Source: an optimization exercise on an open RTL-to-GDS flow (aim: small area and a short achievable clock period). Production flows keep margins and buffers that such runs may drop. In this exercise RTL edits were held to simulation tests only and were not proved equivalent to the original.

--- flow/design.v ---
module lut (
    input        [7:0]  index,
    output logic [15:0] value
);
    always_comb begin
        case (index)
            8'd0: value = 16'h0001;
            8'd1: value = 16'h4dbc;
            8'd2: value = 16'h4dbc;
            8'd3: value = 16'h679f;
            8'd4: value = 16'h4db7;
            8'd5: value = 16'h3e2c;
            8'd6: value = 16'h33cf;
            8'd7: value = 16'h2c68;
            8'd8: value = 16'h26db;
            8'd9: value = 16'h228a;
            8'd10: value = 16'h1f16;
            8'd11: value = 16'h1c42;
            8'd12: value = 16'h19e7;
            8'd13: value = 16'h17e9;
            8'd14: value = 16'h1634;
            8'd15: value = 16'h14b9;
            8'd16: value = 16'h136d;
            8'd17: value = 16'h1249;
            8'd18: value = 16'h1145;
            8'd19: value = 16'h105c;
            8'd20: value = 16'h0f8b;
            8'd21: value = 16'h0ecd;
            8'd22: value = 16'h0e21;
            8'd23: value = 16'h0d84;
            8'd24: value = 16'h0cf3;
            8'd25: value = 16'h0c6f;
            8'd26: value = 16'h0bf4;
            8'd27: value = 16'h0b83;
            8'd28: value = 16'h0b1a;
            8'd29: value = 16'h0ab8;
            8'd30: value = 16'h0a5c;
            8'd31: value = 16'h0a07;
            8'd32: value = 16'h09b6;
            8'd33: value = 16'h096b;
            8'd34: value = 16'h0924;
            8'd35: value = 16'h08e1;
            8'd36: value = 16'h08a2;
            8'd37: value = 16'h0866;
            8'd38: value = 16'h082e;
            8'd39: value = 16'h07f8;
            8'd40: value = 16'h07c5;
            8'd41: value = 16'h0795;
            8'd42: value = 16'h0766;
            8'd43: value = 16'h073a;
            8'd44: value = 16'h0710;
            8'd45: value = 16'h06e8;
            8'd46: value = 16'h06c2;
            8'd47: value = 16'h069d;
            8'd48: value = 16'h0679;
            8'd49: value = 16'h0658;
            8'd50: value = 16'h0637;
            8'd51: value = 16'h0618;
            8'd52: value = 16'h05fa;
            8'd53: value = 16'h05dd;
            8'd54: value = 16'h05c1;
            8'd55: value = 16'h05a6;
            8'd56: value = 16'h058d;
            8'd57: value = 16'h0574;
            8'd58: value = 16'h055c;
            8'd59: value = 16'h0544;
            8'd60: value = 16'h052e;
            8'd61: value = 16'h0518;
            8'd62: value = 16'h0503;
            8'd63: value = 16'h04ef;
            8'd64: value = 16'h04db;
            8'd65: value = 16'h04c8;
            8'd66: value = 16'h04b5;
            8'd67: value = 16'h04a3;
            8'd68: value = 16'h0492;
            8'd69: value = 16'h0481;
            8'd70: value = 16'h0470;
            8'd71: value = 16'h0460;
            8'd72: value = 16'h0451;
            8'd73: value = 16'h0442;
            8'd74: value = 16'h0433;
            8'd75: value = 16'h0425;
            8'd76: value = 16'h0417;
            8'd77: value = 16'h0409;
            8'd78: value = 16'h03fc;
            8'd79: value = 16'h03ef;
            8'd80: value = 16'h03e2;
            8'd81: value = 16'h03d6;
            8'd82: value = 16'h03ca;
            8'd83: value = 16'h03be;
            8'd84: value = 16'h03b3;
            8'd85: value = 16'h03a8;
            8'd86: value = 16'h039d;
            8'd87: value = 16'h0392;
            8'd88: value = 16'h0388;
            8'd89: value = 16'h037e;
            8'd90: value = 16'h0374;
            8'd91: value = 16'h036a;
            8'd92: value = 16'h0361;
            8'd93: value = 16'h0357;
            8'd94: value = 16'h034e;
            8'd95: value = 16'h0345;
            8'd96: value = 16'h033c;
            8'd97: value = 16'h0334;
            8'd98: value = 16'h032c;
            8'd99: value = 16'h0323;
            8'd100: value = 16'h031b;
            8'd101: value = 16'h0313;
            8'd102: value = 16'h030c;
            8'd103: value = 16'h0304;
            8'd104: value = 16'h02fd;
            8'd105: value = 16'h02f5;
            8'd106: value = 16'h02ee;
            8'd107: value = 16'h02e7;
            8'd108: value = 16'h02e0;
            8'd109: value = 16'h02da;
            8'd110: value = 16'h02d3;
            8'd111: value = 16'h02cc;
            8'd112: value = 16'h02c6;
            8'd113: value = 16'h02c0;
            8'd114: value = 16'h02ba;
            8'd115: value = 16'h02b4;
            8'd116: value = 16'h02ae;
            8'd117: value = 16'h02a8;
            8'd118: value = 16'h02a2;
            8'd119: value = 16'h029c;
            8'd120: value = 16'h0297;
            8'd121: value = 16'h0291;
            8'd122: value = 16'h028c;
            8'd123: value = 16'h0287;
            8'd124: value = 16'h0281;
            8'd125: value = 16'h027c;
            8'd126: value = 16'h0277;
            8'd127: value = 16'h0272;
            8'd128: value = 16'h026d;
            8'd129: value = 16'h0268;
            8'd130: value = 16'h0264;
            8'd131: value = 16'h025f;
            8'd132: value = 16'h025a;
            8'd133: value = 16'h0256;
            8'd134: value = 16'h0251;
            8'd135: value = 16'h024d;
            8'd136: value = 16'h0249;
            8'd137: value = 16'h0244;
            8'd138: value = 16'h0240;
            8'd139: value = 16'h023c;
            8'd140: value = 16'h0238;
            8'd141: value = 16'h0234;
            8'd142: value = 16'h0230;
            8'd143: value = 16'h022c;
            8'd144: value = 16'h0228;
            8'd145: value = 16'h0224;
            8'd146: value = 16'h0221;
            8'd147: value = 16'h021d;
            8'd148: value = 16'h0219;
            8'd149: value = 16'h0216;
            8'd150: value = 16'h0212;
            8'd151: value = 16'h020f;
            8'd152: value = 16'h020b;
            8'd153: value = 16'h0208;
            8'd154: value = 16'h0204;
            8'd155: value = 16'h0201;
            8'd156: value = 16'h01fe;
            8'd157: value = 16'h01fa;
            8'd158: value = 16'h01f7;
            8'd159: value = 16'h01f4;
            8'd160: value = 16'h01f1;
            8'd161: value = 16'h01ee;
            8'd162: value = 16'h01eb;
            8'd163: value = 16'h01e8;
            8'd164: value = 16'h01e5;
            8'd165: value = 16'h01e2;
            8'd166: value = 16'h01df;
            8'd167: value = 16'h01dc;
            8'd168: value = 16'h01d9;
            8'd169: value = 16'h01d6;
            8'd170: value = 16'h01d4;
            8'd171: value = 16'h01d1;
            8'd172: value = 16'h01ce;
            8'd173: value = 16'h01cc;
            8'd174: value = 16'h01c9;
            8'd175: value = 16'h01c6;
            8'd176: value = 16'h01c4;
            8'd177: value = 16'h01c1;
            8'd178: value = 16'h01bf;
            8'd179: value = 16'h01bc;
            8'd180: value = 16'h01ba;
            8'd181: value = 16'h01b7;
            8'd182: value = 16'h01b5;
            8'd183: value = 16'h01b2;
            8'd184: value = 16'h01b0;
            8'd185: value = 16'h01ae;
            8'd186: value = 16'h01ab;
            8'd187: value = 16'h01a9;
            8'd188: value = 16'h01a7;
            8'd189: value = 16'h01a5;
            8'd190: value = 16'h01a2;
            8'd191: value = 16'h01a0;
            8'd192: value = 16'h019e;
            8'd193: value = 16'h019c;
            8'd194: value = 16'h019a;
            8'd195: value = 16'h0198;
            8'd196: value = 16'h0196;
            8'd197: value = 16'h0193;
            8'd198: value = 16'h0191;
            8'd199: value = 16'h018f;
            8'd200: value = 16'h018d;
            8'd201: value = 16'h018b;
            8'd202: value = 16'h0189;
            8'd203: value = 16'h0188;
            8'd204: value = 16'h0186;
            8'd205: value = 16'h0184;
            8'd206: value = 16'h0182;
            8'd207: value = 16'h0180;
            8'd208: value = 16'h017e;
            8'd209: value = 16'h017c;
            8'd210: value = 16'h017a;
            8'd211: value = 16'h0179;
            8'd212: value = 16'h0177;
            8'd213: value = 16'h0175;
            8'd214: value = 16'h0173;
            8'd215: value = 16'h0172;
            8'd216: value = 16'h0170;
            8'd217: value = 16'h016e;
            8'd218: value = 16'h016d;
            8'd219: value = 16'h016b;
            8'd220: value = 16'h0169;
            8'd221: value = 16'h0168;
            8'd222: value = 16'h0166;
            8'd223: value = 16'h0164;
            8'd224: value = 16'h0163;
            8'd225: value = 16'h0161;
            8'd226: value = 16'h0160;
            8'd227: value = 16'h015e;
            8'd228: value = 16'h015d;
            8'd229: value = 16'h015b;
            8'd230: value = 16'h015a;
            8'd231: value = 16'h0158;
            8'd232: value = 16'h0157;
            8'd233: value = 16'h0155;
            8'd234: value = 16'h0154;
            8'd235: value = 16'h0152;
            8'd236: value = 16'h0151;
            8'd237: value = 16'h014f;
            8'd238: value = 16'h014e;
            8'd239: value = 16'h014c;
            8'd240: value = 16'h014b;
            8'd241: value = 16'h014a;
            8'd242: value = 16'h0148;
            8'd243: value = 16'h0147;
            8'd244: value = 16'h0146;
            8'd245: value = 16'h0144;
            8'd246: value = 16'h0143;
            8'd247: value = 16'h0142;
            8'd248: value = 16'h0140;
            8'd249: value = 16'h013f;
            8'd250: value = 16'h013e;
            8'd251: value = 16'h013d;
            8'd252: value = 16'h013b;
            8'd253: value = 16'h013a;
            8'd254: value = 16'h0139;
            8'd255: value = 16'h0138;
            default: value = 16'h0000;
        endcase
    end
endmodule
module cordic # (parameter DATA_WIDTH = 16) (
    input                       clk,
    input                       rst_n,
    input                       start,
    input  [2:0]                mode,
    input  [3:0]                shift,
    input  [DATA_WIDTH*2 - 1 : 0] opa,
    input  [DATA_WIDTH*2 - 1 : 0] opb,
    output logic [DATA_WIDTH*2 - 1 : 0] data_o
);
    logic [6:1] vld;
    always_ff @(posedge clk or negedge rst_n) begin
        if (!rst_n)     vld <= '0;
        else if (start) vld <= {vld[5:1], 1'b1};
    end
    wire [15:0] ar = opa[31:16];
    wire [15:0] ai = opa[15:0];
    wire [15:0] br = opb[31:16];
    wire [15:0] bi = opb[15:0];
    wire x_small = (&ar[15:8]) | ~(|ar[15:8]);
    wire y_small = (&ai[15:8]) | ~(|ai[15:8]);
    wire w_small = (&br[15:8]) | ~(|br[15:8]);
    wire pre_shift = x_small & y_small;
    wire vec_in = ~mode[2] & (|mode[1:0]);
    wire [15:0] nbi = ~bi + 16'd1;
    wire [15:0] zs = mode[2] ? nbi : br;
    logic signed [18:0] x1_in, y1_in;
    logic [15:0] z1_in;
    cordic_pre u_pre (.ar(ar), .ai(ai), .ps(pre_shift), .zs(zs), .vec(vec_in), .sx(ar[15]), .sy(ai[15]),
                      .x1(x1_in), .y1(y1_in), .z1(z1_in));
    logic signed [18:0] x1, y1;
    logic [15:0] z1;
    logic        vec1, ps1, ws1, m2_1;
    logic [1:0]  md1;
    logic [3:0]  sft1;
    logic [7:0]  w1;
    always_ff @(posedge clk) begin
        if (start) begin
            x1   <= x1_in;
            y1   <= y1_in;
            z1   <= z1_in;
            vec1 <= vec_in;
            md1  <= mode[1:0];
            m2_1 <= mode[2];
            ps1  <= pre_shift;
            ws1  <= w_small;
            sft1 <= shift;
            w1   <= w_small ? br[7:0] : br[15:8];
        end
    end
    logic [5:0] cshift, shamt_1;
    always_comb begin
        if (w1 == 8'd1)      cshift = 6'd15;
        else if (w1 == 8'd2) cshift = 6'd16;
        else                 cshift = 6'd17;
        if (ps1 & ~ws1)      cshift = cshift + 6'd16;
        else if (ps1 == ws1) cshift = cshift + 6'd8;
        if (m2_1) shamt_1 = cshift - {2'b00, sft1};
        else      shamt_1 = ps1 ? 6'd23 : 6'd15;
    end
    logic [53:0] r1b;
    cordic_rot2 #(.K(1)) u_rot1 (.x(x1), .y(y1), .z(z1), .vec(vec1), .r(r1b));
    logic signed [18:0] x2, y2;
    logic [15:0] z2;
    logic        vec2;
    logic [1:0]  md2;
    logic [5:0]  sh2;
    logic [7:0]  w2;
    always_ff @(posedge clk) begin
        if (start) begin
            {x2, y2, z2} <= r1b;
            vec2 <= vec1;
            md2  <= md1;
            sh2  <= shamt_1;
            w2   <= m2_1 ? w1 : 8'd1;    
        end
    end
    logic [53:0] r2b;
    cordic_rot2 #(.K(3)) u_rot3 (.x(x2), .y(y2), .z(z2), .vec(vec2), .r(r2b));
    logic signed [18:0] x3, y3;
    logic [15:0] z3;
    logic        vec3;
    logic [1:0]  md3;
    logic [5:0]  sh3;
    logic [7:0]  w3;
    always_ff @(posedge clk) begin
        if (start) begin
            {x3, y3, z3} <= r2b;
            vec3 <= vec2;
            md3  <= md2;
            sh3  <= sh2;
            w3   <= w2;
        end
    end
    logic [53:0] r3b;
    cordic_rot2 #(.K(5)) u_rot5 (.x(x3), .y(y3), .z(z3), .vec(vec3), .r(r3b));
    logic signed [18:0] x4, y4;
    logic [15:0] z4;
    logic        vec4;
    logic [1:0]  md4;
    logic [5:0]  sh4;
    logic [7:0]  w4;
    always_ff @(posedge clk) begin
        if (start) begin
            {x4, y4, z4} <= r3b;
            vec4 <= vec3;
            md4  <= md3;
            sh4  <= sh3;
            w4   <= w3;
        end
    end
    logic [53:0] r4b;
    cordic_rot2 #(.K(7)) u_rot7 (.x(x4), .y(y4), .z(z4), .vec(vec4), .r(r4b));
    logic [15:0] kval;
    lut l1 (.index(w4), .value(kval));
    logic [7:0] bneg_4, bone_4, btwo_4;
    always_comb begin : p_booth
        logic [16:0] kk;
        logic b2, b1, b0;
        kk = {1'b0, kval};
        for (int j = 0; j < 8; j++) begin
            b2 = kk[2*j+1];
            b1 = kk[2*j];
            b0 = (j == 0) ? 1'b0 : kk[2*j-1];
            bneg_4[j] = b2 & ~(b1 & b0);
            bone_4[j] = b1 ^ b0;
            btwo_4[j] = (b2 & ~b1 & ~b0) | (~b2 & b1 & b0);
        end
    end
    logic signed [18:0] x5, y5;
    logic [15:0] z5;
    logic        vec5;
    logic [1:0]  md5;
    logic [5:0]  sh5;
    logic [7:0]  bneg5, bone5, btwo5;
    always_ff @(posedge clk) begin
        if (start) begin
            {x5, y5, z5} <= r4b;
            vec5  <= vec4;
            md5   <= md4;
            sh5   <= sh4;
            bneg5 <= bneg_4;
            bone5 <= bone_4;
            btwo5 <= btwo_4;
        end
    end
    wire neg9 = vec5 ? y5[18] : ~z5[15];
    wire signed [18:0] x5s = x5 >>> 9;
    wire signed [18:0] y5s = y5 >>> 9;
    wire [15:0] z9 = neg9 ? z5 - 16'd20 : z5 + 16'd20;
    logic signed [34:0] px_n, py_n;
    cordic_mul9 u_mulx (.bneg(bneg5), .bone(bone5), .btwo(btwo5), .x(x5), .v(y5s[9:0]), .vneg(neg9),  .p(px_n));
    cordic_mul9 u_muly (.bneg(bneg5), .bone(bone5), .btwo(btwo5), .x(y5), .v(x5s[9:0]), .vneg(~neg9), .p(py_n));
    logic signed [34:0] px, py;
    logic [15:0] z6;
    logic        vec6;
    logic [1:0]  md6;
    logic [5:0]  sh6;
    always_ff @(posedge clk) begin
        if (start) begin
            px   <= px_n;
            py   <= py_n;
            z6   <= z9;
            vec6 <= vec5;
            md6  <= md5;
            sh6  <= sh5;
        end
    end
    logic [31:0] dout;
    cordic_out u_out (.px(px), .py(py), .z(z6), .vec(vec6), .md(md6), .sh(sh6), .dout(dout));
    assign data_o = vld[6] ? dout : 32'd0;
endmodule
module cordic_pre (
    input  logic [15:0] ar, ai,
    input  logic ps,
    input  logic [15:0] zs,
    input  logic vec, sx, sy,
    output logic signed [18:0] x1, y1,
    output logic [15:0] z1
);
    wire signed [17:0] a = {{2{ar[15]}}, ar};
    wire signed [17:0] b = {{2{ai[15]}}, ai};
    wire signed [17:0] sa  = a + b;
    wire signed [17:0] sb  = a - b;
    wire signed [17:0] sna = ~a + ~b + 18'd2;
    wire signed [17:0] snb = b - a;
    function automatic [18:0] scl(input logic signed [17:0] v, input logic p);
        scl = p ? {v[10:0], 8'b0} : {v[17], v};
    endfunction
    logic [1:0] qe;
    always_comb begin
        if (!vec)      qe = zs[15:14];
        else if (sy)   qe = 2'b01;
        else if (sx)   qe = 2'b10;
        else           qe = 2'b11;
    end
    logic signed [17:0] x1v, y1v;
    always_comb begin
        case (qe)
            2'b00:   begin x1v = sb;  y1v = sa;  end
            2'b01:   begin x1v = sna; y1v = sb;  end
            2'b10:   begin x1v = snb; y1v = sna; end
            default: begin x1v = sa;  y1v = snb; end
        endcase
    end
    assign x1 = scl(x1v, ps);
    assign y1 = scl(y1v, ps);
    always_comb begin
        if (!vec)          z1 = {2'b00, zs[13:0]} - 16'd8192;
        else if (sy & sx)  z1 = {2'b11, zs[13:0]} - 16'd8192;
        else               z1 = {sy, sx, zs[13:0]} + 16'd8192;
    end
endmodule
module cordic_rot2 #(parameter K = 1) (
    input  logic signed [18:0] x, y,
    input  logic [15:0] z,
    input  logic vec,
    output logic [53:0] r
);
    localparam [159:0] ATAN = {
        16'd20, 16'd40, 16'd81, 16'd162, 16'd325,
        16'd651, 16'd1297, 16'd2555, 16'd4836, 16'd8192
    };
    function automatic [53:0] urot(input logic signed [18:0] x, input logic signed [18:0] y,
                                   input logic [15:0] z, input logic vec, input integer k);
        logic neg;
        logic signed [18:0] xn, yn;
        logic [15:0] zn;
        neg = vec ? y[18] : ~z[15];
        if (neg) begin
            xn = x - (y >>> k);
            yn = y + (x >>> k);
            zn = z - ATAN[16*k +: 16];
        end else begin
            xn = x + (y >>> k);
            yn = y - (x >>> k);
            zn = z + ATAN[16*k +: 16];
        end
        urot = {xn, yn, zn};
    endfunction
    logic [53:0] ra;
    assign ra = urot(x, y, z, vec, K);
    assign r = urot(ra[53:35], ra[34:16], ra[15:0], vec, K + 1);
endmodule
module cordic_rot1 #(parameter K = 9) (
    input  logic signed [18:0] x, y,
    input  logic [15:0] z,
    input  logic vec,
    output logic [53:0] r
);
    localparam [159:0] ATAN = {
        16'd20, 16'd40, 16'd81, 16'd162, 16'd325,
        16'd651, 16'd1297, 16'd2555, 16'd4836, 16'd8192
    };
    function automatic [53:0] urot(input logic signed [18:0] x, input logic signed [18:0] y,
                                   input logic [15:0] z, input logic vec, input integer k);
        logic neg;
        logic signed [18:0] xn, yn;
        logic [15:0] zn;
        neg = vec ? y[18] : ~z[15];
        if (neg) begin
            xn = x - (y >>> k);
            yn = y + (x >>> k);
            zn = z - ATAN[16*k +: 16];
        end else begin
            xn = x + (y >>> k);
            yn = y - (x >>> k);
            zn = z + ATAN[16*k +: 16];
        end
        urot = {xn, yn, zn};
    endfunction
    assign r = urot(x, y, z, vec, K);
endmodule
module cordic_mul9 (
    input  logic [7:0] bneg, bone, btwo,
    input  logic signed [18:0] x,
    input  logic signed [9:0] v,
    input  logic vneg,
    output logic signed [34:0] p
);
    logic [17:0][34:0] r;
    logic [11:0][34:0] l1;
    logic [7:0][34:0]  l2;
    logic [5:0][34:0]  l3;
    logic [3:0][34:0]  l4;
    logic [2:0][34:0]  l5;
    logic [1:0][34:0]  l6;
    function automatic [69:0] csa(input logic [34:0] a, input logic [34:0] b, input logic [34:0] c);
        csa = {a ^ b ^ c, ((a & b) | (a & c) | (b & c)) << 1};
    endfunction
    always_comb begin : p_rows
        logic [19:0] m, pp;
        logic [10:0] mv, ppv;
        logic nv;
        for (int j = 0; j < 8; j++) begin
            m = bone[j] ? {x[18], x} : (btwo[j] ? {x, 1'b0} : 20'd0);
            pp = m ^ {20{bneg[j]}};
            r[j] = ({15'd0, ~pp[19], pp[18:0]} << (2*j)) | ((j > 0) ? ({34'd0, bneg[j-1]} << (2*j-2)) : 35'd0);
            nv = bneg[j] ^ vneg;
            mv = bone[j] ? {v[9], v} : (btwo[j] ? {v, 1'b0} : 11'd0);
            ppv = mv ^ {11{nv}};
            r[8+j] = ({24'd0, ~ppv[10], ppv[9:0]} << (2*j)) | ((j > 0) ? ({34'd0, bneg[j-1] ^ vneg} << (2*j-2)) : 35'd0);
        end
        r[16] = 35'h555580000 + 35'h7FEAAAC00;
        r[17] = ({34'd0, bneg[7]} << 14) + ({34'd0, bneg[7] ^ vneg} << 14);
        for (int j = 0; j < 6; j++) {l1[2*j+1], l1[2*j]} = csa(r[3*j], r[3*j+1], r[3*j+2]);
        for (int j = 0; j < 4; j++) {l2[2*j+1], l2[2*j]} = csa(l1[3*j], l1[3*j+1], l1[3*j+2]);
        for (int j = 0; j < 2; j++) {l3[2*j+1], l3[2*j]} = csa(l2[3*j], l2[3*j+1], l2[3*j+2]);
        l3[4] = l2[6];
        l3[5] = l2[7];
        for (int j = 0; j < 2; j++) {l4[2*j+1], l4[2*j]} = csa(l3[3*j], l3[3*j+1], l3[3*j+2]);
        {l5[1], l5[0]} = csa(l4[0], l4[1], l4[2]);
        l5[2] = l4[3];
        {l6[1], l6[0]} = csa(l5[0], l5[1], l5[2]);
    end
    assign p = l6[0] + l6[1];
endmodule
module cordic_out (
    input  logic signed [34:0] px, py,
    input  logic [15:0] z,
    input  logic vec,
    input  logic [1:0] md,
    input  logic [5:0] sh,
    output logic [31:0] dout
);
    function automatic [15:0] sat16(input logic signed [34:0] p, input logic [5:0] sh);
        logic [34:0] r;
        logic [19:0] e;
        logic ok;
        r = p >>> sh;
        e[19] = 1'b1;
        for (int j = 18; j >= 0; j--) e[j] = e[j+1] & (p[15+j] == p[34]);
        ok = (sh >= 6'd20) ? 1'b1 : e[sh];
        sat16 = ok ? r[15:0] : (p[34] ? 16'h8000 : 16'h7fff);
    endfunction
    wire [15:0] m0 = sat16(px, sh);
    wire [15:0] m1 = sat16(py, sh);
    always_comb begin
        if (!vec)               dout = {m0, m1};
        else if (md == 2'd1)    dout = {z, 16'd0};
        else if (md == 2'd2)    dout = {m0, 16'd0};
        else                    dout = {m0, z};
    end
endmodule
--- flow/run.sh ---
#!/bin/bash
# synth_recipe.tcl (not shown) runs the flow's synth.tcl, then flattens the netlist and writes it again
# the make line also repeats each setting of config.mk as NAME=value (left out here)
make -C /OpenROAD-flow-scripts/flow DESIGN_CONFIG=/design/flow/config.mk WORK_HOME=/design/flow/orfs CLKGATE_MAP_FILE= SYNTH_SCRIPT=/design/flow/synth_recipe.tcl finish
--- flow/config.mk ---
export PLATFORM = sky130hd
export DESIGN_NAME = cordic
export DESIGN_NICKNAME = cordic
export VERILOG_FILES = /design/flow/design.v
export SDC_FILE = /design/flow/constraint.sdc
export NUM_CORES = 4
export LEC_CHECK = 0
export CAP_MARGIN = 20
export CORE_MARGIN = 2
export CORE_UTILIZATION = 40
export PLACE_DENSITY = 0.6
export SETUP_SLACK_MARGIN = 5
export SLEW_MARGIN = 20
export SYNTH_HIERARCHICAL = 1
--- flow/constraint.sdc ---
create_clock -name core_clock -period 13.0 [get_ports {clk}]
set_input_delay 2.6000 -clock core_clock [delete_from_list [all_inputs] [get_ports {clk}]]
set_output_delay 2.6000 -clock core_clock [all_outputs]
set_load 0.01 [all_outputs]
==> results of run 1 <==
per-layer routing:
metal  vias up  track usage, %  part of all wire (%)
li1      31393               -                     -
met1     32280            31.3                    43
met2      2373            39.4                    47
met3       365            3.10                   6.9
met4         0            6.62                   2.8
met5         -               0                     0
modules after synthesis, one instance, submodules excluded, a selection:
| module | flops+latches | area [µm²] | copies in the design | cells inside |
|---|---|---|---|---|
| cordic_mul9 | 0 | 12900 | 2 | 1558 |
| lut | 0 | 3180 | 1 | 514 |
| cordic_pre | 0 | 4820 | 1 | 673 |
| cordic_out | 0 | 4320 | 1 | 604 |
| cordic | 473 | 16500 | 1 | 795 |
path summary, 6_finish.rpt:
check / slack (ns) / endpoint / start / cells after the start
worst max-delay path: 5.36 / px[34] / y5[18] / 22
worst min-delay path: 0.42 / w3[5] / w2[5] / 0
worst max register to register: 5.36 / px[34] / y5[18] / 22
worst min register to register: 0.42 / w3[5] / w2[5] / 0
max in group asynchronous: 10.62 / vld[2] / rst_n / 1
min in group asynchronous: 2.17 / vld[3] / rst_n / 1
placed cells by master, fill, tap and decap left out, drive strengths merged, types with 92 or more instances in the layout:
cell	netlist	final
a21oi	551	551
nand2b	104	104
ha	835	835
fa	428	428
a31oi	92	92
a21o	139	139
nor3	187	187
xnor2	787	787
clkdlybuf4s50	0	104
inv	765	773
a22oi	320	320
o21ai	563	563
xor2	396	396
edfxtp	467	467
nor2	502	502
nand2	710	710
and2	101	101
nor2b	116	116
nand3	119	119
buf	168	132
mux2i	113	113
flip-flops by register name, indices dropped and copies added (netlist names), 19 cells and up:
signal	cells
y4	19
y2	19
y3	19
x1	19
px	35
x2	19
y5	19
x5	19
x3	19
y1	19
x4	19
py	35
stage by stage:
stage	setup WS [ns]
after floorplan	5.81
after global placement	4.89
after detailed placement	4.81
after CTS	5.03
after global routing	4.93
final	5.36
area by class of cell:
type,count,area [µm²]
tap,2542,3180
clock inverter,42,482
inverter,771,2910
clock buffer,65,1460
sequential,473,14200
fill,19042,111000
multi-input combinational,7232,58900
timing repair buffer,236,2050
timing repair:
action,4_1_cts,5_1_grt
resized for setup,4,28
hold buffers,0,0
setup buffers,1,8
endpoints found under the setup margin,13,43
logic make-up after synthesis:
group / Yosys count
compound gates: 2380
simple gates: 2174
buf+inv: 1290
fa+ha+maj: 1265
xor+xnor: 1186
flops: 473
mux: 226
other cells: 1
==> summary.txt, run 1 <==
Place
  – Area of placed instances: 81,000 µm²
  – RD Place Congestion: 0.949
  – Placed cells: 11,245
  – Port Buffers: 105
  – Final HPWL DP: 182,000 µm

Setup path
  – CP Max Fanout: 34
  – CP max stage cell: xnor2_1
  – Crit. End Element: register
  – CP top delay family: adder cells
  – Most used cell along the critical path: fa_1
  – Startpoint Class: register
  – Setup Crit Path Kind: reg2reg
  – Cells along the critical path: buf_4 -> nand2b_1 -> and2_2 -> xnor2_1 -> buf_4 -> xnor2_1 -> fa_1 -> fa_1 -> inv_1 -> fa_1 -> fa_1 -> fa_1 -> inv_1 -> fa_1 -> ha_1 -> a21o_1 -> a311o_1 -> a2111oi_2 -> a21bo_2 -> a21o_1 -> a31oi_1 -> a21oi_1
  – Buf/Inv on CP: 4
  – CP arrival: 8.04 ns
  – WP data required: 13.41 ns
  – Max stage delay on crit path: 0.66 ns

Worst hold path
  – Worst Hold Class: reg2reg

Timing
  – TNS Setup: 0 ns
  – Period utilization: 58.7%
  – Clock skew: 0.0523 ns
  – Final setup vio count: 0
  – Worst-Margin Slew: 1.09 ns
  – Slew Limit Fails: 0
  – Worst relative slew slack: 27.2%
  – Fmax: 0.131 GHz
  – Fin Hold WS: 0.415 ns
  – RSZ-0062 raised after global routing: true
  – Endpoints failing hold: 0
  – Final Critical Period: 7.64 ns

Floorplan
  – FP Rows: 162
  – Die outline height: 446 µm
  – CORE AREA: 194,000 µm²
  – IO Pins: 106
  – Initial core utilization: 40.2%
  – Die area: 199,000 µm²
  – Die width: 446 µm

Clock network
  – H-Tree Depth: 2
  – Clk pin slew, worst setup/hold paths: 0.06 ns
  – Clk sinks: 473
  – Total CTS buffers: 57
  – Clk root buf: clkbuf_16
  – Maximum root-to-sink buffer count: 3
  – Worst-Skew Late Latency: 0.71 ns
  – CTS tree: done

Drt
  – Wire per inst: 20.9 µm
  – Drt total wl: 238,000 µm
  – DR DRC count: 0
  – Via/cell ratio: 5.85
  – Via count: 66,411
  – ANT nets after route: 0
  – Starting DRT DRC Count: 5,310
  – First drt pass iteration count: 7

GRT
  – Overflow after GRT: 0
  – GRT Overall Usage: 23.4%
  – First-pass GRT wire length: 374,000 µm
  – Initial antenna violation count: 2
  – Number of global-route vias before repair: 65,620
  – Largest net degree at the start of global routing: 94

Synth
  – Unique masters post-synth: 141
  – Mux cell area share after synthesis: 3.86%
  – Register area share after synthesis: 18.2%
  – Cells after Synth: 8,995
  – Area share of fa/ha/maj cells after synthesis: 24.4%
  – Async set-reset flop share out of synthesis: 1.27%
  – Leading post-synthesis cells by cell area: edfxtp_1 18%, ha_1 13%, fa_1 11%
  – Number of synthesized flops with an enable pin: 467
  – Top-area cell type share of the netlist area: 18.0%
  – Post-synthesis xor/xnor area fraction: 13.4%
  – Synth warn: 15
  – Post-Synth Simple-Gate Area: 13.5%
  – Synth area leader: edfxtp_1
  – Synth top cells by count: 835 x ha_1, 782 x xnor2_1, 754 x inv_1
  – Combinational family with the most area after synthesis: adder cells
  – Most common cell in the netlist: ha_1
  – Compound-Gate Fraction of Synth Area: 20.0%
  – Syn nets: 10,332
  – Mapped Area: 78,100 µm²
  – Synthesized area per cell: 8.68 µm²
  – Yosys reg bits: 473
  – Main synth FF type: edfxtp_1

Cells and area
  – Nets: 10,108
  – Layout cells sized above 1: 5.64%
  – Util after Layout: 42.8%
  – Post-route insts no fill: 11,361
  – Antenna Cells: 0
  – Post-route cell area: 83,200 µm²
  – Area Overhead vs Synth: 6.55%

Run status
  – Outcome: no timing/DRC/antenna violations

Run
  – Max_cap viols: 0
==> run 2: changes to the inputs <==
--- a/flow/config.mk
+++ b/flow/config.mk
@@ -7,8 +7,8 @@
 export LEC_CHECK = 0
 export CAP_MARGIN = 20
 export CORE_MARGIN = 2
-export CORE_UTILIZATION = 40
-export PLACE_DENSITY = 0.6
+export CORE_UTILIZATION = 60
+export PLACE_DENSITY = 0.8
 export SETUP_SLACK_MARGIN = 5
 export SLEW_MARGIN = 20
 export SYNTH_HIERARCHICAL = 1
==> run 2 against run 1 <==
  * Critical path depth decreased by 1
  * Largest cell class unchanged
  * Register-to-register slack got worse by 0.07 ns
  * Count of clock-buffer cells in the layout decreased by 4
  * Fmax decreased by 0.85%
==> summary.txt, run 2 <==
Synth
  – Top-area cell type share of the netlist area: 18.0% (unchanged)
  – Synthesized area per cell: 8.68 µm² (unchanged)
  – Mapped Area: 78,100 µm² (unchanged)
  – Compound-Gate Fraction of Synth Area: 20.0% (unchanged)
  – Number of synthesized flops with an enable pin: 467 (unchanged)
  – Main synth FF type: edfxtp_1
  – Leading post-synthesis cells by cell area: edfxtp_1 18%, ha_1 13%, fa_1 11%
  – Synth warn: 15 (unchanged)
  – Register area share after synthesis: 18.2% (unchanged)
  – Syn nets: 10,332 (unchanged)
  – Cells after Synth: 8,995 (unchanged)
  – Unique masters post-synth: 141 (unchanged)
  – Post-synthesis xor/xnor area fraction: 13.4% (unchanged)
  – Synth area leader: edfxtp_1
  – Most common cell in the netlist: ha_1
  – Synth top cells by count: 835 x ha_1, 782 x xnor2_1, 754 x inv_1
  – Async set-reset flop share out of synthesis: 1.27% (unchanged)
  – Combinational family with the most area after synthesis: adder cells
  – Mux cell area share after synthesis: 3.86% (unchanged)
  – Yosys reg bits: 473 (unchanged)
  – Area share of fa/ha/maj cells after synthesis: 24.4% (unchanged)
  – Post-Synth Simple-Gate Area: 13.5% (unchanged)

Setup path
  – Crit. End Element: register
  – Max stage delay on crit path: 0.87 ns (+0.21 ns)
  – Cells along the critical path: buf_4 -> xnor2_1 -> inv_2 -> xnor2_1 -> fa_1 -> inv_1 -> ha_1 -> inv_1 -> fa_1 -> fa_1 -> fa_1 -> inv_1 -> fa_1 -> ha_1 -> a21o_1 -> a311o_1 -> a2111oi_2 -> a21bo_2 -> a21o_1 -> a31oi_1 -> a21oi_1
  – CP top delay family: adder cells
  – Buf/Inv on CP: 5 (+1)
  – Startpoint Class: register
  – Most used cell along the critical path: fa_1
  – CP max stage cell: edfxtp_1
  – Setup Crit Path Kind: reg2reg
  – CP arrival: 8.12 ns (+0.08 ns)
  – WP data required: 13.42 ns (about the same)
  – CP Max Fanout: 33 (-2.9%)

GRT
  – GRT Overall Usage: 33.9% (+11 points)
  – Number of global-route vias before repair: 67,157 (+2.3%)
  – Largest net degree at the start of global routing: 158 (+68%)
  – Overflow after GRT: 0 (unchanged)
  – First-pass GRT wire length: 364,000 µm (-2.9%)
  – Initial antenna violation count: 10 (+8)

Floorplan
  – Die area: 133,000 µm² (-33%)
  – IO Pins: 106 (unchanged)
  – CORE AREA: 129,000 µm² (-33%)
  – FP Rows: 132 (-19%)
  – Initial core utilization: 60.4% (+20 points)
  – Die width: 365 µm (-18%)
  – Die outline height: 365 µm (-18%)

Run
  – Max_cap viols: 0 (unchanged)

Timing
  – Setup ws final: 5.30 ns (-0.0654 ns)
  – Final setup vio count: 0 (unchanged)
  – Period utilization: 59.2% (+0.50 points)
  – Endpoints failing hold: 0 (unchanged)
  – Worst relative slew slack: 26.2% (-1.0 points)
  – Clock skew: 0.0665 ns (+0.0142 ns)
  – Final Critical Period: 7.70 ns (+0.0654 ns)
  – Slew Limit Fails: 0 (unchanged)
  – Fmax: 0.130 GHz (-0.85%)
  – Fin Hold WS: 0.419 ns (+0.00398 ns)
  – RSZ-0062 raised after global routing: true
  – TNS Setup: 0 ns (unchanged)
  – Worst-Margin Slew: 1.10 ns (+0.0183 ns)

Cells and area
  – Layout cells sized above 1: 5.70% (+0.062 points)
  – Nets: 10,118 (+0.099%)
  – Most frequent cells in the layout: 835 x ha_1, 780 x xnor2_1, 753 x inv_1, 708 x nand2_1, 542 x a21oi_1
  – Area Overhead vs Synth: 5.42%
  – Most common cell after layout, fill and taps aside: ha_1
  – Reg area: 14,200 µm² (unchanged)
  – # fillers: 10,721 (-44%)
  – Biggest regs: px x35, py x35
  – Area of the multi-input gates: 58,900 µm² (about the same)

Clock network
  – Clk root buf: clkbuf_16
  – Worst-Skew Late Latency: 0.74 ns (+0.03 ns)
  – Total CTS buffers: 56 (-1.8%)
  – Clk pin slew, worst setup/hold paths: 0.07 ns (about the same)
  – CTS tree: done
  – CTS Hold Bufs: 0 (unchanged)
  – Maximum root-to-sink buffer count: 3 (unchanged)
  – H-Tree Depth: 2 (unchanged)
  – Clk sinks: 473 (unchanged)

Run status
  – Outcome: no timing/DRC/antenna violations

Place
  – Port Buffers: 105 (unchanged)
  – RD Place Congestion: 0.968 (+2.0%)
  – Dpl ws: 4.63 ns (-0.178 ns)
  – Final HPWL DP: 172,000 µm (-5.6%)

Drt
  – Via count: 68,394 (+3.0%)
  – DR DRC count: 0 (unchanged)
  – Drt total wl: 229,000 µm (-3.5%)
  – Wire per inst: 21.7 µm (+3.7%)
  – First drt pass iteration count: 9 (+2)
  – ANT nets after route: 0 (unchanged)
  – Starting DRT DRC Count: 7,780 (+47%)
  – Via/cell ratio: 6.47 (+11%)

Worst hold path
  – Worst Hold Class: reg2reg
## run 2: kinds of logic (layout without fill, tap and decap cells)
family | after synthesis | after routing
AO/OA/AOI/OAI | 2380 | 2380
AND/OR/NAND/NOR | 2174 | 2174
buffers and inverters | 1290 | 1122
adder cells (fa/ha/maj) | 1265 | 1265
XOR/XNOR | 1186 | 1186
flip-flops | 473 | 473
multiplexers | 226 | 227
other | 1 | 2
## run 2: worst paths after layout
path / startpoint / endpoint / slack, ns / cells past startpoint
max: bneg5[6] / px[34] / 5.30 / 21
max reg2reg: bneg5[6] / px[34] / 5.30 / 21
min: sh3[1] / sh4[1] / 0.42 / 0
max in group asynchronous: rst_n / vld[5] / 10.64 / 1
min in group asynchronous: rst_n / vld[3] / 2.15 / 1
min reg2reg: sh3[1] / sh4[1] / 0.42 / 0
## run 2: repair_timing
action / 4_1_cts / 5_1_grt
resized for setup: 1 / 24
buffers inserted: 1 / 9
cloned: 2 / 0
setup endpoints to repair: 2 / 39
## run 2: per-module statistics from Yosys (local to each module, per instance), a selection
| module | cell area (µm²) | times used |
|---|---|---|
| lut | 3180 | 1 |
| cordic | 16500 | 1 |
| cordic_pre | 4820 | 1 |
| cordic_mul9 | 12900 | 2 |
| cordic_out | 4320 | 1 |
## run 2: routing by layer
metal	up-vias	global-route usage, %	part of all wire [%]
li1	31435	-	-
met1	32760	43.7	40
met2	3449	55.7	46
met3	740	6.39	9.6
met4	10	14.6	4.5
met5	-	0	0.030
## run 2: per-stage QoR
stage	util, %	instances	area, µm²
after floorplan	-	8995	78100
after global placement	61.9	10453	80100
after detailed placement	61.9	10453	80100
after CTS	63.5	10561	82100
after global routing	63.6	10570	82300
final	63.6	10571	82300
## run 2: final cells by class
| type | instances | area share (%) |
|---|---|---|
| multi-input combinational | 7233 | 71.6 |
| timing repair inverter | 1 | 0.00608 |
| antenna | 1 | 0.00304 |
| clock buffer | 61 | 1.73 |
| timing repair buffer | 245 | 2.59 |
| tap | 1742 | 2.65 |
| inverter | 771 | 3.53 |
| sequential | 473 | 17.2 |
| clock inverter | 44 | 0.703 |
==> run 3: changes to the inputs <==
==> flow/flow/run.sh (new file) <==
#!/bin/bash
# Layout with the standard flow (standard synthesis, floorplan, placement, CTS, routing);
# the only change is a larger setup margin for the resizer's repair_timing, so that it keeps
# improving the slowest paths past the point where they just meet the clock period.
set -euo pipefail
bash standard.sh SETUP_SLACK_MARGIN=7 finish > standard_flow.log 2>&1
==> flow/standard.sh (new file) <==
#!/bin/bash
# synth_recipe.tcl (not shown) runs the flow's synth.tcl, then flattens the netlist and writes it again
# the make line also repeats each setting of config.mk as NAME=value (left out here)
make -C /OpenROAD-flow-scripts/flow DESIGN_CONFIG=/design/flow/config.mk WORK_HOME=/design/flow/orfs CLKGATE_MAP_FILE= SYNTH_SCRIPT=/design/flow/synth_recipe.tcl "${@:-finish}"
--- a/flow/config.mk
+++ b/flow/config.mk
@@ -7,8 +7,7 @@
 export LEC_CHECK = 0
 export CAP_MARGIN = 20
 export CORE_MARGIN = 2
-export CORE_UTILIZATION = 60
-export PLACE_DENSITY = 0.8
-export SETUP_SLACK_MARGIN = 5
+export CORE_UTILIZATION = 40
+export PLACE_DENSITY = 0.6
 export SLEW_MARGIN = 20
 export SYNTH_HIERARCHICAL = 1
removed: flow/run.sh
==> run 3 against run 2 <==
  * Register-to-register slack better by 1.1 ns
  * Still clean on timing, DRC and antenna
  * Setup slack better by 1.1 ns
  * Count of clock-buffer cells in the layout is 6 higher
  * First-iteration DRC count fell by 9.9%
  * Largest cell class unchanged
  * Via count increased by 4.9%
  * Cell count up 15%
  * Sequential share of layout area is 2.6 points lower
  * Clock skew increased by 0.0080 ns
  * Core utilization is 14 points lower
  * Die area is 49% higher
==> summary.txt, run 3 <==
Synth
  – Yosys reg bits: 473 (unchanged)
  – Syn nets: 10,332 (unchanged)
  – Area share of fa/ha/maj cells after synthesis: 24.4% (unchanged)
  – Main synth FF type: edfxtp_1
  – Most common cell in the netlist: ha_1
  – Register area share after synthesis: 18.2% (unchanged)
  – Post-synthesis xor/xnor area fraction: 13.4% (unchanged)
  – Async set-reset flop share out of synthesis: 1.27% (unchanged)
  – Synth warn: 15 (unchanged)
  – Mapped Area: 78,100 µm² (unchanged)
  – Post-Synth Simple-Gate Area: 13.5% (unchanged)
  – Top-area cell type share of the netlist area: 18.0% (unchanged)
  – Compound-Gate Fraction of Synth Area: 20.0% (unchanged)
  – Cells after Synth: 8,995 (unchanged)
  – Mux cell area share after synthesis: 3.86% (unchanged)
  – Synth area leader: edfxtp_1
  – Leading post-synthesis cells by cell area: edfxtp_1 18%, ha_1 13%, fa_1 11%
  – Synthesized area per cell: 8.68 µm² (unchanged)
  – Combinational family with the most area after synthesis: adder cells
  – Number of synthesized flops with an enable pin: 467 (unchanged)
  – Synth top cells by count: 835 x ha_1, 782 x xnor2_1, 754 x inv_1
  – Unique masters post-synth: 141 (unchanged)

Timing
  – Final setup vio count: 0 (unchanged)
  – Clock skew: 0.0745 ns (+0.00798 ns)
  – Period utilization: 50.7% (-8.6 points)
  – Worst-Margin Slew: 1.03 ns (-0.0785 ns)
  – Fmax: 0.152 GHz (+17%)
  – Final Critical Period: 6.59 ns (-1.11 ns)
  – TNS Setup: 0 ns (unchanged)
  – RSZ-0062 raised after global routing: true
  – Worst relative slew slack: 30.7% (+4.5 points)
  – Endpoints failing hold: 0 (unchanged)
  – Slew Limit Fails: 0 (unchanged)

Drt
  – Via count: 71,774 (+4.9%)
  – DR DRC count: 0 (unchanged)
  – Wire per inst: 22.4 µm (+3.3%)
  – ANT nets after route: 0 (unchanged)
  – Starting DRT DRC Count: 7,007 (-9.9%)
  – Drt total wl: 271,000 µm (+18%)
  – Via/cell ratio: 5.92 (-8.5%)
  – First drt pass iteration count: 8 (-1)

Clock network
  – Worst-Skew Late Latency: 0.75 ns (about the same)
  – Clk root buf: clkbuf_16
  – Clk pin slew, worst setup/hold paths: 0.06 ns (about the same)
  – Maximum root-to-sink buffer count: 3 (unchanged)
  – H-Tree Depth: 2 (unchanged)
  – CTS Hold Bufs: 0 (unchanged)
  – Clk sinks: 473 (unchanged)
  – Total CTS buffers: 60 (+7.1%)
  – CTS tree: done

GRT
  – First-pass GRT wire length: 409,000 µm (+13%)
  – Overflow after GRT: 0 (unchanged)
  – Number of global-route vias before repair: 69,899 (+4.1%)
  – Largest net degree at the start of global routing: 152 (-3.8%)
  – GRT Overall Usage: 26.0% (-7.9 points)
  – Initial antenna violation count: 10 (unchanged)

Cells and area
  – Biggest regs: px x35, py x35
  – Most frequent cells in the layout: 769 x ha_1, 710 x xnor2_1, 704 x inv_1, 687 x nand2_1, 600 x buf_4
  – Post-route insts no fill: 12,119 (+15%)
  – # fillers: 17,666 (+65%)
  – Layout cells sized above 1: 22.5% (+17 points)
  – Area Overhead vs Synth: 24.3%
  – Most common cell after layout, fill and taps aside: ha_1
  – Nets: 10,866 (+7.4%)
  – Antenna Cells: 0 (-1)

Floorplan
  – Die outline height: 446 µm (+22%)
  – Die width: 446 µm (+22%)
  – FP Rows: 162 (+23%)
  – Die area: 199,000 µm² (+49%)
  – IO Pins: 106 (unchanged)
  – Initial core utilization: 40.2% (-20 points)
  – CORE AREA: 194,000 µm² (+50%)

Setup path
  – Setup Crit Path Kind: reg2reg
  – CP Max Fanout: 6 (-82%)
  – WP data required: 13.49 ns (+0.07 ns)
  – CP top delay family: simple AND/OR/NAND/NOR gates
  – Crit. End Element: register
  – Buf/Inv on CP: 2 (-3)
  – Max stage delay on crit path: 0.57 ns (-0.30 ns)
  – CP max stage cell: or4_4
  – CP arrival: 7.08 ns (-1.04 ns)
  – Startpoint Class: register

Worst hold path
  – Worst Hold Class: reg2reg

Place
  – Port Buffers: 105 (unchanged)
  – Final HPWL DP: 184,000 µm (+7.0%)
  – RD Place Congestion: 0.932 (-3.8%)
  – Placed cells: 11,245 (+7.6%)

Run status
  – Outcome: no timing/DRC/antenna violations

Run
  – Max_cap viols: 0 (unchanged)
## run 3: metrics by stage
| step | instance area, µm² | hold WS, ns | setup WS [ns] | utilization, % |
|---|---|---|---|---|
| after floorplan | 79300 | 0.400 | 6.46 | - |
| after CTS | 92500 | 0.419 | 6.33 | 47.6 |
| final | 97000 | 0.415 | 6.41 | 49.9 |
| after global routing | 97000 | 0.424 | 6.22 | 49.9 |
| after detailed placement | 81900 | 0.405 | 5.38 | 42.2 |
| after global placement | 81900 | 0.402 | 5.41 | 42.2 |
## run 3: path summary, 6_finish.rpt
| kind | startpoint | endpoint | slack, ns | cells past startpoint |
|---|---|---|---|---|
| min | md4[1] | md5[1] | 0.41 | 0 |
| max in group asynchronous | rst_n | vld[6] | 10.67 | 1 |
| min reg2reg | md4[1] | md5[1] | 0.41 | 0 |
| min in group asynchronous | rst_n | vld[5] | 2.13 | 1 |
| max reg2reg | x1[8] | x2[18] | 6.41 | 27 |
| max | x1[8] | x2[18] | 6.41 | 27 |
## run 3: what timing repair did
action                                  4_1_cts  5_1_grt
resized for setup                           952      599
endpoints found under the setup margin      234      186
gates cloned                                 46        2
buffers inserted                            473      243
pin swaps                                   404      463
## run 3: cell families after synthesis
family / Yosys count
adder cells (fa/ha/maj): 1265
XOR/XNOR: 1186
AO/OA/AOI/OAI: 2380
AND/OR/NAND/NOR: 2174
other: 1
flip-flops: 473
buffers and inverters: 1290
multiplexers: 226
## run 3: cell type report
type	count	area (µm²)	area share, %
timing repair buffer	983	10000	10.4
timing repair inverter	5	40.0	0.0413
multi-input combinational	7235	64600	66.5
clock inverter	43	454	0.468
inverter	771	3030	3.12
sequential	473	14200	14.6
clock buffer	67	1530	1.57
tap	2542	3180	3.28
## run 3: per-layer routing
metal,vias to the layer above,global-route usage [%],share of wire [%]
met5,-,0,0.025
met4,10,10.9,5.0
met3,700,4.31,7.7
met2,3030,42.4,46
met1,35099,33.9,41
li1,32935,-,-
## run 3: worst reg2reg max path, cell delays in order (launching register included)
cell and delay, ns:
edfxtp_1 0.42, or4_4 0.57, or3_4 0.36, or3_4 0.34
o21ai_2 0.15, xnor2_1 0.08, ha_2 0.39, and3_4 0.20
a31o_4 0.14, a211oi_2 0.04, or4_1 0.42, o21a_4 0.15
mux2i_4 0.17, buf_12 0.18, inv_16 0.05, nor2_4 0.09
xnor2_2 0.07, ha_1 0.33, nor2b_4 0.13, o31a_1 0.28
o211ai_1 0.23, a21oi_2 0.13, o31ai_4 0.24, a21oi_2 0.11
o21a_1 0.20, or4_4 0.44, a41oi_2 0.15, xor3_1 0.24
## run 3: per-module statistics from Yosys, one instance, submodules excluded, a selection
| module | cells inside | flip-flops and latches | copies in the design |
|---|---|---|---|
| cordic | 795 | 473 | 1 |
| cordic_mul9 | 1558 | 0 | 2 |
| cordic_pre | 673 | 0 | 1 |
| cordic_out | 604 | 0 | 1 |
| lut | 514 | 0 | 1 |
==> run 4: changes to the inputs <==
==> flow/flow/run.sh (replaced) <==
#!/bin/bash
# Layout with the standard flow (standard synthesis, floorplan, placement, CTS, routing);
# the only change is a larger setup margin for the resizer's repair_timing, so that it keeps
# improving the slowest paths past the point where they just meet the clock period.
set -euo pipefail
bash standard.sh SETUP_SLACK_MARGIN=6 finish > standard_flow.log 2>&1
--- a/flow/config.mk
+++ b/flow/config.mk
@@ -10,4 +10,3 @@
 export CORE_UTILIZATION = 40
 export PLACE_DENSITY = 0.6
 export SLEW_MARGIN = 20
-export SYNTH_HIERARCHICAL = 1
==> run 4 against run 3 <==
  * Non-clock buffer count decreased by 488
  * Sequential cell count rose by 13
  * Cell count is 7.8% lower
  * Area after synthesis down 5.7%
  * Clock skew fell by 0.051 ns
  * Critical path depth down 7
  * Highest routed layer unchanged
==> summary.txt, run 4 <==
Setup path
  – Startpoint Class: register
  – CP max stage cell: edfxtp_1
  – CP arrival: 7.68 ns (+0.60 ns)
  – Most used cell along the critical path: fa_1
  – Reg-to-Reg Start: y5[1]
  – Worst R2R Setup Slack: 5.74 ns (-0.67 ns)
  – CP Max Fanout: 16 (+10)
  – Setup Crit Path Kind: reg2reg
  – WP data required: 13.42 ns (-0.07 ns)
  – Cells along the critical path: a22oi_1 -> xor2_1 -> fa_1 -> fa_2 -> fa_1 -> fa_1 -> fa_1 -> inv_1 -> fa_1 -> ha_4 -> nand2_1 -> or3_1 -> a211oi_2 -> nor3_2 -> o31ai_2 -> o211ai_1 -> a31oi_1 -> o21a_1 -> nor2_2 -> xnor2_1
  – Worst-case reg-to-reg path depth: 20 (-26%)
  – Max stage delay on crit path: 1.09 ns (+0.52 ns)
  – R2R Path End: py[33]
  – Crit. End Element: register

Clock network
  – CTS tree: done
  – Clk root buf: clkbuf_16
  – CTS Hold Bufs: 0 (unchanged)
  – H-Tree Depth: 2 (unchanged)
  – Maximum root-to-sink buffer count: 3 (unchanged)
  – Clk sinks: 486 (+2.7%)
  – Total CTS buffers: 57 (-5.0%)
  – Clk pin slew, worst setup/hold paths: 0.06 ns (about the same)
  – Worst-Skew Late Latency: 0.69 ns (-0.06 ns)

Synth
  – Async set-reset flop share out of synthesis: 1.23% (-0.034 points)
  – Top-area cell type share of the netlist area: 19.0% (+1.0 points)
  – Yosys reg bits: 486 (+2.7%)
  – Cells after Synth: 8,504 (-5.5%)
  – Main synth FF type: edfxtp_1
  – Synth area leader: edfxtp_1
  – Unique masters post-synth: 100 (-29%)
  – Number of synthesized flops with an enable pin: 465 (-0.43%)
  – Synth warn: 9 (-6)
  – Leading post-synthesis cells by cell area: edfxtp_1 19%, ha_1 14%, fa_1 12%
  – Register area share after synthesis: 19.6% (+1.4 points)
  – Syn nets: 9,823 (-4.9%)
  – Synth top cells by count: 816 x ha_1, 765 x inv_1, 653 x nor2_1
  – Most common cell in the netlist: ha_1
  – Synthesized area per cell: 8.65 µm² (-0.27%)
  – Mapped Area: 73,600 µm² (-5.7%)

Cells and area
  – Area of the multi-input gates: 56,900 µm² (-12%)
  – Most frequent cells in the layout: 789 x ha_1, 750 x inv_1, 637 x nor2_1, 617 x xnor2_1, 585 x nand2_1
  – Reg area: 14,400 µm² (+1.7%)
  – Layout cells sized above 1: 11.4% (-11 points)
  – Area Overhead vs Synth: 14.9%
  – Most common cell after layout, fill and taps aside: ha_1
  – Biggest regs: px x35, py x35
  – Nets: 9,975 (-8.2%)
  – Post-route cell area: 84,600 µm² (-13%)
  – # fillers: 17,440 (-1.3%)

Timing
  – Endpoints failing hold: 0 (unchanged)
  – Clock skew: 0.0238 ns (-0.0507 ns)
  – Final setup vio count: 0 (unchanged)
  – Fin Hold WS: 0.417 ns (+0.00250 ns)
  – Setup ws final: 5.74 ns (-0.673 ns)
  – Period utilization: 55.8% (+5.2 points)
  – TNS Setup: 0 ns (unchanged)
  – RSZ-0062 raised after global routing: true
  – Final Critical Period: 7.26 ns (+0.673 ns)
  – Slew Limit Fails: 0 (unchanged)
  – Worst relative slew slack: 24.7% (-6.0 points)
  – Fmax: 0.138 GHz (-9.3%)
  – Worst-Margin Slew: 1.13 ns (+0.104 ns)

Drt
  – First drt pass iteration count: 6 (-2)
  – ANT nets after route: 0 (unchanged)
  – DR DRC count: 0 (unchanged)
  – Starting DRT DRC Count: 6,146 (-12%)
  – Drt total wl: 245,000 µm (-9.6%)
  – Via/cell ratio: 5.81 (-1.9%)
  – Wire per inst: 22.0 µm (-1.9%)
  – Via count: 64,903 (-9.6%)

Run
  – Max_cap viols: 0 (unchanged)

Floorplan
  – Initial core utilization: 40.2% (+0.085 points)
  – IO Pins: 106 (unchanged)
  – Die area: 187,000 µm² (-5.7%)
  – Die outline height: 433 µm (-2.9%)
  – Die width: 433 µm (-2.9%)
  – FP Rows: 157 (-3.1%)
  – CORE AREA: 183,000 µm² (-5.9%)

GRT
  – First-pass GRT wire length: 372,000 µm (-9.1%)
  – Overflow after GRT: 0 (unchanged)
  – Initial antenna violation count: 6 (-4)
  – GRT Overall Usage: 25.3% (-0.67 points)
  – Number of global-route vias before repair: 63,647 (-8.9%)
  – Largest net degree at the start of global routing: 97 (-36%)

Worst hold path
  – Worst Hold Class: reg2reg
  – Worst hold start: md4[0]
  – Hold Path Sink: md5[0]
  – WHS Path Cells: 0 (unchanged)

Place
  – Final HPWL DP: 180,000 µm (-2.2%)
  – Dpl ws: 4.18 ns (-1.21 ns)
  – Port Buffers: 105 (unchanged)
  – Area of placed instances: 77,000 µm² (-6.1%)
  – RD Place Congestion: 0.997 (+7.0%)

Run status
  – Outcome: no timing/DRC/antenna violations
[run 4: worst max path at each step]
| stage | start | end | slack (ns) |
|---|---|---|---|
| global placement | z5[15] | py[33] | 4.40 |
| detailed placement | z5[15] | px[33] | 4.18 |
| CTS | bone5[0] | px[33] | 5.87 |
| global route | bone5[1] | py[33] | 5.48 |
| floorplan | y5[18] | py[33] | 5.90 |
| finish | y5[1] | py[33] | 5.74 |
[run 4: layout make-up]
class	count	share of cell area, %
repair inverters	2	0.0148
diodes	3	0.00888
clock inverters	41	0.587
multi-input cells	6842	67.3
flip-flops and latches	486	17.0
clock buffers	66	1.81
inverters	772	3.46
well taps	2464	3.65
repair buffers	495	6.15
[run 4: logic make-up (layout without fill, tap and decap cells)]
| family | Yosys count | count (layout) | share of synthesized area, % |
|---|---|---|---|
| compound gates | 2247 | 2248 | 19.6 |
| xor+xnor | 1085 | 1085 | 12.9 |
| buf+inv | 1179 | 1376 | 6.02 |
| mux | 180 | 181 | 3.16 |
| fa+ha+maj | 1245 | 1245 | 25.5 |
| flops | 486 | 486 | 19.6 |
| other cells | 0 | 3 | 0 |
| simple gates | 2082 | 2083 | 13.2 |
[run 4: metal layers]
metal	GRT usage, %	vias up	share of wire (%)
li1	-	30383	-
met1	31.6	31357	40
met2	42.9	2531	47
met3	4.38	628	7.6
met4	10.8	4	5.2
met5	0	-	0.012
[run 4: repair_timing]
action | 4_1_cts | 5_1_grt
pin swaps | 103 | 126
resized for setup | 315 | 227
buffers inserted | 195 | 86
setup endpoints to repair | 154 | 119
cloned | 26 | 9
[run 4: worst max-delay path: cells and delay by family, from the launching register on]
kind	cells	cell delay, ns
xor gates and xnor gates	2	0.36
DFF	1	1.09
buffers and inverters	1	0.05
and+or+nand+nor	4	0.58
AOI/OAI and AO/OA	6	1.45
adders and majority gates	7	3.47
[run 4: metrics by stage]
stage                     instances  utilization (%)
after floorplan                8504                -
after global placement        10745             42.1
after detailed placement      10745             42.1
after CTS                     11073             45.2
after global routing          11168             46.2
final                         11171             46.2
==> run 5: changes to the inputs <==
--- a/flow/config.mk
+++ b/flow/config.mk
@@ -10,3 +10,4 @@
 export CORE_UTILIZATION = 40
 export PLACE_DENSITY = 0.6
 export SLEW_MARGIN = 20
+export SYNTH_HIERARCHICAL = 1
==> run 5 against run 4 <==
  * Global-route usage shrank 1.6 points
  * Count of clock-buffer cells in the layout up 2
  * Via count increased by 3.5%
  * First-iteration DRC count is 9.2% lower
  * Area after synthesis is 6.1% higher
  * Clock skew is 0.028 ns higher
  * Critical path type unchanged
==> summary.txt, run 5 <==
Timing
  – Endpoints failing hold: 0 (unchanged)
  – Worst-Margin Slew: 1.09 ns (-0.0416 ns)
  – Fmax: 0.145 GHz (+5.1%)
  – Worst relative slew slack: 26.9% (+2.2 points)
  – Period utilization: 53.1% (-2.7 points)
  – Slew Limit Fails: 0 (unchanged)
  – TNS Setup: 0 ns (unchanged)
  – Setup ws final: 6.09 ns (+0.353 ns)
  – Clock skew: 0.0522 ns (+0.0284 ns)
  – Final Critical Period: 6.91 ns (-0.353 ns)
  – Final setup vio count: 0 (unchanged)
  – RSZ-0062 raised after global routing: true

Place
  – Port Buffers: 105 (unchanged)
  – Placed cells: 11,240 (+4.6%)
  – RD Place Congestion: 0.924 (-7.3%)
  – Dpl ws: 4.94 ns (+0.764 ns)
  – Final HPWL DP: 181,000 µm (+0.58%)

Run
  – Max_cap viols: 0 (unchanged)

Cells and area
  – # fillers: 18,886 (+8.3%)
  – Post-route insts no fill: 11,488 (+2.8%)
  – Most common cell after layout, fill and taps aside: ha_1
  – Nets: 10,238 (+2.6%)
  – Area Overhead vs Synth: 9.51%
  – Most frequent cells in the layout: 822 x ha_1, 767 x xnor2_1, 750 x inv_1, 708 x nand2_1, 528 x a21oi_1
  – Biggest regs: px x35, py x35
  – Util after Layout: 44.0% (-2.3 points)
  – Layout cells sized above 1: 8.33% (-3.1 points)

GRT
  – GRT Overall Usage: 23.7% (-1.6 points)
  – Overflow after GRT: 0 (unchanged)
  – Largest net degree at the start of global routing: 136 (+40%)
  – Number of global-route vias before repair: 66,649 (+4.7%)
  – Initial antenna violation count: 4 (-2)
  – First-pass GRT wire length: 379,000 µm (+1.9%)

Setup path
  – Cells along the critical path: nand2b_4 -> and2_4 -> clkinvlp_4 -> buf_12 -> xor2_2 -> buf_6 -> xnor2_1 -> ha_1 -> fa_1 -> inv_1 -> fa_1 -> fa_1 -> fa_1 -> inv_1 -> fa_1 -> ha_2 -> a21o_1 -> a311o_1 -> a2111oi_2 -> a21bo_2 -> a21o_1 -> a21oi_2 -> xnor2_1
  – Worst R2R Setup Slack: 6.09 ns (+0.35 ns)
  – Worst setup path startpoint: vec5
  – Most used cell along the critical path: fa_1
  – R2R Path End: py[26]
  – Worst Setup EP: py[26]
  – Reg-to-Reg Start: vec5
  – Worst-case reg-to-reg path depth: 23 (+15%)
  – Startpoint Class: register
  – Setup Crit Path Kind: reg2reg
  – CP max stage cell: edfxtp_1
  – Max stage delay on crit path: 0.62 ns (-0.47 ns)
  – WP data required: 13.44 ns (+0.02 ns)
  – Crit. End Element: register
  – CP arrival: 7.35 ns (-0.33 ns)
  – CP Max Fanout: 11 (-5)

Synth
  – Yosys reg bits: 473 (-2.7%)
  – Register area share after synthesis: 18.2% (-1.4 points)
  – Synthesized area per cell: 8.68 µm² (+0.28%)
  – Most common cell in the netlist: ha_1
  – Synth top cells by count: 835 x ha_1, 782 x xnor2_1, 754 x inv_1
  – Cells after Synth: 8,995 (+5.8%)
  – Top-area cell type share of the netlist area: 18.0% (-1.0 points)
  – Synth area leader: edfxtp_1
  – Unique masters post-synth: 141 (+41%)
  – Leading post-synthesis cells by cell area: edfxtp_1 18%, ha_1 13%, fa_1 11%
  – Synth warn: 15 (+6)
  – Main synth FF type: edfxtp_1
  – Number of synthesized flops with an enable pin: 467 (+0.43%)
  – Syn nets: 10,332 (+5.2%)
  – Mapped Area: 78,100 µm² (+6.1%)
  – Async set-reset flop share out of synthesis: 1.27% (+0.034 points)

Clock network
  – Clk root buf: clkbuf_16
  – Total CTS buffers: 56 (-1.8%)
  – H-Tree Depth: 2 (unchanged)
  – Clk sinks: 473 (-2.7%)
  – Clk pin slew, worst setup/hold paths: 0.06 ns (about the same)
  – CTS tree: done
  – Worst-Skew Late Latency: 0.71 ns (+0.02 ns)
  – Maximum root-to-sink buffer count: 3 (unchanged)

Drt
  – Wire per inst: 21.1 µm (-3.8%)
  – First drt pass iteration count: 9 (+3)
  – Drt total wl: 243,000 µm (-1.0%)
  – ANT nets after route: 0 (unchanged)
  – DR DRC count: 0 (unchanged)
  – Via/cell ratio: 5.85 (+0.63%)
  – Via count: 67,165 (+3.5%)
  – Starting DRT DRC Count: 5,583 (-9.2%)

Floorplan
  – FP Rows: 162 (+3.2%)
  – CORE AREA: 194,000 µm² (+6.3%)
  – Die outline height: 446 µm (+3.0%)
  – Die area: 199,000 µm² (+6.0%)
  – Initial core utilization: 40.2% (-0.085 points)
  – Die width: 446 µm (+3.0%)
  – IO Pins: 106 (unchanged)

Run status
  – Outcome: no timing/DRC/antenna violations

Worst hold path
  – Worst Hold Class: reg2reg
[run 5: cell count changes in the layout (fill, tap and decap cells not counted), sizes merged, moves of 62 or more]
cell and delta:
o21ai +69, xnor2 +160, nand2 +121, buf -115, a21oi -70, a22oi +114, xor2 -62, nor2 -151
[run 5: repair_timing]
action,in CTS,in global routing
resized for setup,120,174
gates cloned,2,7
buffers inserted,60,76
pin swaps,9,36
hold buffers,0,0
setup endpoints to repair,129,105
[run 5: metrics by stage]
| stage | instance area (µm²) | hold WS (ns) |
|---|---|---|
| 5_1_grt | 85500 | 0.419 |
| 3_5_place_dp | 81000 | 0.405 |
| 2_1_floorplan | 78100 | 0.400 |
| 4_1_cts | 84000 | 0.405 |
| 3_3_place_gp | 81000 | 0.401 |
| 6_report | 85500 | 0.392 |
[run 5: area by class of cell]
| type | count | area [µm²] | area share, % |
|---|---|---|---|
| Timing Repair Buffer | 366 | 3660 | 4.28 |
| Clock inverter | 33 | 405 | 0.474 |
| Multi-Input combinational cell | 7232 | 59600 | 69.8 |
| Inverter | 771 | 2940 | 3.44 |
| Sequential cell | 473 | 14200 | 16.6 |
| Tap cell | 2542 | 3180 | 3.72 |
| Antenna cell | 2 | 5.00 | 0.00586 |
| Clock buffer | 68 | 1470 | 1.72 |
| Timing Repair inverter | 1 | 7.51 | 0.00878 |
[run 5: worst min path at each step]
| stage | start | to | slack, ns | cells after the start |
|---|---|---|---|---|
| 5_1_grt | w2[3] | w3[3] | 0.42 | 0 |
| 3_5_place_dp | sh4[4] | sh5[4] | 0.40 | 0 |
| 4_1_cts | sh5[4] | sh6[4] | 0.41 | 0 |
| 3_3_place_gp | sh3[0] | sh4[0] | 0.40 | 0 |
| 6_report | sh5[4] | sh6[4] | 0.39 | 0 |
| 2_1_floorplan | md1[0] | md2[0] | 0.40 | 0 |
[run 5: worst max-delay path, delay by kind of cell (launching register included)]
kind / cells / cell delay, ns
AOI/OAI and AO/OA: 6 / 1.51
buffers and inverters: 5 / 0.53
adders and majority gates: 7 / 3.16
DFF: 1 / 0.62
and+or+nand+nor: 2 / 0.40
xor gates and xnor gates: 3 / 0.40
[run 5: kinds of logic after synthesis]
logic type / share of synthesized area (%)
AO/OA/AOI/OAI: 20.0
XOR/XNOR: 13.4
buffers and inverters: 6.59
multiplexers: 3.86
flip-flops: 18.2
adder cells (fa/ha/maj): 24.4
AND/OR/NAND/NOR: 13.5
other: 0.00480
[run 5: layer usage]
layer | GRT usage (%) | vias to the layer above | share of wire [%]
met1 | 31.0 | 32454 | 42
met5 | 0 | - | 0.023
met3 | 4.04 | 493 | 7.8
met4 | 7.98 | 2 | 3.7
li1 | - | 31701 | -
met2 | 39.6 | 2515 | 47
[run 5: modules after synthesis, one instance, submodules excluded, excerpt]
module	times used	cells
cordic	1	795
cordic_mul9	2	1558
cordic_pre	1	673
cordic_out	1	604
lut	1	514

afterwards: timing with drivers on the ports:
No port has a modelled driver above. Below, the same layouts with a new extraction and two added sets of constraints. Step 1 sets driving cells, clkbuf_16 on the clock port and buf_2 on the other inputs (assumed; they add their load-dependent delay and slew). Step 2 moves the port delays by t, midway between the first and last clock arrival at a register: inputs arrive t later, outputs are due t later. That takes back most of the time a late clock gives input paths. a / b / c = ideal / step 1 / step 2; a / b = the first two.
run	shift t [ns]	setup slack, ns	worst hold slack (ns)	slew at the worst register clock pin (ns)	worst data-port slew with drivers (ns)
run 1	0.766	5.365 / 5.289 / 5.365	0.415 / 0.415 / 0.415	0.07 / 0.07	0.06
run 2	0.773	5.299 / 5.299 / 5.299	0.419 / 0.419 / 0.419	0.08 / 0.08	0.06
run 3	0.801	6.414 / 6.414 / 6.401	0.415 / 0.415 / 0.415	0.08 / 0.08	0.06
run 4	0.762	5.741 / 5.741 / 5.496	0.417 / 0.417 / 0.417	0.07 / 0.07	0.05
run 5	0.774	6.093 / 6.093 / 5.871	0.392 / 0.392 / 0.392	0.07 / 0.07	0.09
After both steps setup and hold are still met in every run listed. The setup slack of run 4, which loses most, moves by 0.000 ns with the drivers and by -0.245 ns with both steps.
